This is an optimization exercise on Yosys and OpenROAD, whose aim is small area and a short achievable clock period, not a production implementation. The RTL was checked by simulation tests, not by an equivalence proof against the original design. Power and IR drop assume default switching activity.

== garnet ==
Design ip_stride, start of the top module:
module ip_stride #(parameter IP_TRACKER_COUNT = 8)
(
	input   logic 			clk,
	input   logic 			rst,
	input   logic   [63:0]  addr_i,
	input 	logic 	[63:0]	ip_i,
	output 	logic 	[63:0]	pref_addr1_o,
	output 	logic 	        pref_valid1_o,
	output 	logic 	[63:0]	pref_addr2_o,
	output 	logic 	        pref_valid2_o,
	output 	logic 	[63:0]	pref_addr3_o,
	output 	logic 	        pref_valid3_o
);
Size in the first run: about 1500 flip-flops, about 330 I/O pins, roughly 73000 sq um of cells after synthesis.
clock: 20.0 ns
lec_check: 0
cap_margin: 20
core_margin: 2
core_utilization: 40
setup_slack_margin: 5
slew_margin: 20
synth_hierarchical: 1
tns_end_percent: 5
standard.sh (not shown) runs the stock make flow with config.mk's settings and CLKGATE_MAP_FILE= SYNTH_SCRIPT=/design/flow/synth_recipe.tcl, a recipe that flattens the netlist after the stock synthesis.
==> flow/flow/run.sh <==
#!/bin/bash
# Layout flow: the standard flow (standard synthesis unchanged), with
#  - a setup margin for the resizer's timing repair,
#  - plain buffers (instead of the default delay-cell buffers) on the ports,
#  - a clock tree of small clock buffers over small sink clusters,
#    without dummy loads.
# Each tool's full output goes to the ORFS logs under orfs/logs; make's own
# output goes to standard.log.
set -euo pipefail
MARGIN=${MARGIN:-6.5}
bash standard.sh \
  SETUP_SLACK_MARGIN=$MARGIN \
  "BUFFER_PORTS_ARGS=-buffer_cell sky130_fd_sc_hd__buf_2" \
  "CTS_ARGS=-sink_clustering_enable -repair_clock_nets -dont_use_dummy_load -buf_list sky130_fd_sc_hd__clkbuf_4 -sink_clustering_size 8 -sink_clustering_max_diameter 35" \
  finish > standard.log 2>&1
garnet: no failed stages, no open violations at the end
Here is what was changed in the inputs of quartz compared with garnet.
diff --git a/flow/flow/run.sh b/flow/flow/run.sh
--- a/flow/flow/run.sh
+++ b/flow/flow/run.sh
@@ -5 +5 @@
-#  - a clock tree of small clock buffers over small sink clusters,
+#  - a clock tree of mid-size clock buffers over larger sink clusters,
@@ -10 +10 @@
-MARGIN=${MARGIN:-6.5}
+MARGIN=${MARGIN:-7}
@@ -14 +14 @@
-  "CTS_ARGS=-sink_clustering_enable -repair_clock_nets -dont_use_dummy_load -buf_list sky130_fd_sc_hd__clkbuf_4 -sink_clustering_size 8 -sink_clustering_max_diameter 35" \
+  "CTS_ARGS=-sink_clustering_enable -repair_clock_nets -dont_use_dummy_load -buf_list sky130_fd_sc_hd__clkbuf_8 -sink_clustering_size 16 -sink_clustering_max_diameter 50" \
diff --git a/flow/config.mk b/flow/config.mk
--- a/flow/config.mk
+++ b/flow/config.mk
@@ -14 +13,0 @@
-export TNS_END_PERCENT = 5
Findings:
Looking at initial antenna violation count, quartz sits 12% below garnet. Between quartz and garnet, it is quartz whose total via count in the routed design is higher, by about 1.1%. quartz against garnet: clock power moved down, achievable clock frequency moved up. Run comparison: quartz highest-delay cell along the critical path sky130_fd_sc_hd__ha_1; garnet highest-delay cell along the critical path sky130_fd_sc_hd__ha_2. garnet → quartz: sequential fraction of design power down 0.5 points; total wirelength of the detailed-routed design moved up.
What sierra does differently from quartz at the input level:
diff --git a/flow/flow/run.sh b/flow/flow/run.sh
--- a/flow/flow/run.sh
+++ b/flow/flow/run.sh
@@ -5 +5 @@
-#  - a clock tree of mid-size clock buffers over larger sink clusters,
+#  - a clock tree of small clock buffers over small sink clusters,
@@ -10 +10 @@
-MARGIN=${MARGIN:-7}
+MARGIN=${MARGIN:-6.5}
@@ -14 +14 @@
-  "CTS_ARGS=-sink_clustering_enable -repair_clock_nets -dont_use_dummy_load -buf_list sky130_fd_sc_hd__clkbuf_8 -sink_clustering_size 16 -sink_clustering_max_diameter 50" \
+  "CTS_ARGS=-sink_clustering_enable -repair_clock_nets -dont_use_dummy_load -buf_list sky130_fd_sc_hd__clkbuf_4 -sink_clustering_size 10 -sink_clustering_max_diameter 40" \
diff --git a/flow/config.mk b/flow/config.mk
--- a/flow/config.mk
+++ b/flow/config.mk
@@ -13,0 +14 @@
+export TNS_END_PERCENT = 5
==> notes.md <==
- Placement row count of quartz is on par with sierra.
- sierra vs. quartz: share of the final layout cell area in multi-input gates saw an increase, non-clock buffer count saw a decrease.
- sky130_fd_sc_hd__ha_1 as the cell with the biggest individual delay on the critical path was reported by quartz, and sky130_fd_sc_hd__ha_2 by sierra.
- Diff quartz..sierra | share of synthesized flip-flops with an asynchronous set or reset | unchanged

==> port drivers added, routing unchanged <==
The flow's constraints put no driver on any port. The routed layouts listed below were extracted and timed again, unchanged, in two steps. Step 1 sets driving cells, clkbuf_16 on the clock port and buf_2 on the other inputs (assumed; they add their load-dependent delay and slew). Step 2, shift: input delay + t, output delay - t, t = (earliest + latest rising clock arrival at the registers) / 2. This alone moves slack from input paths to output paths. a / b / c = ideal ports / drivers / drivers and shift; a / b = the first two.
| run | t, ns | setup WS [ns] | worst hold slack (ns) |
|---|---|---|---|
| garnet | 1.395 | 6.421 / 6.371 / 6.371 | 0.466 / 0.466 / 0.466 |
| quartz | 0.982 | 6.979 / 6.864 / 6.864 | 0.469 / 0.469 / 0.469 |
| sierra | 1.372 | 6.482 / 6.409 / 6.409 | 0.469 / 0.469 / 0.469 |
After both steps every run listed still meets setup and hold. For quartz, which loses most, drivers alone change the setup slack by -0.115 ns; drivers and shift together by -0.115 ns.
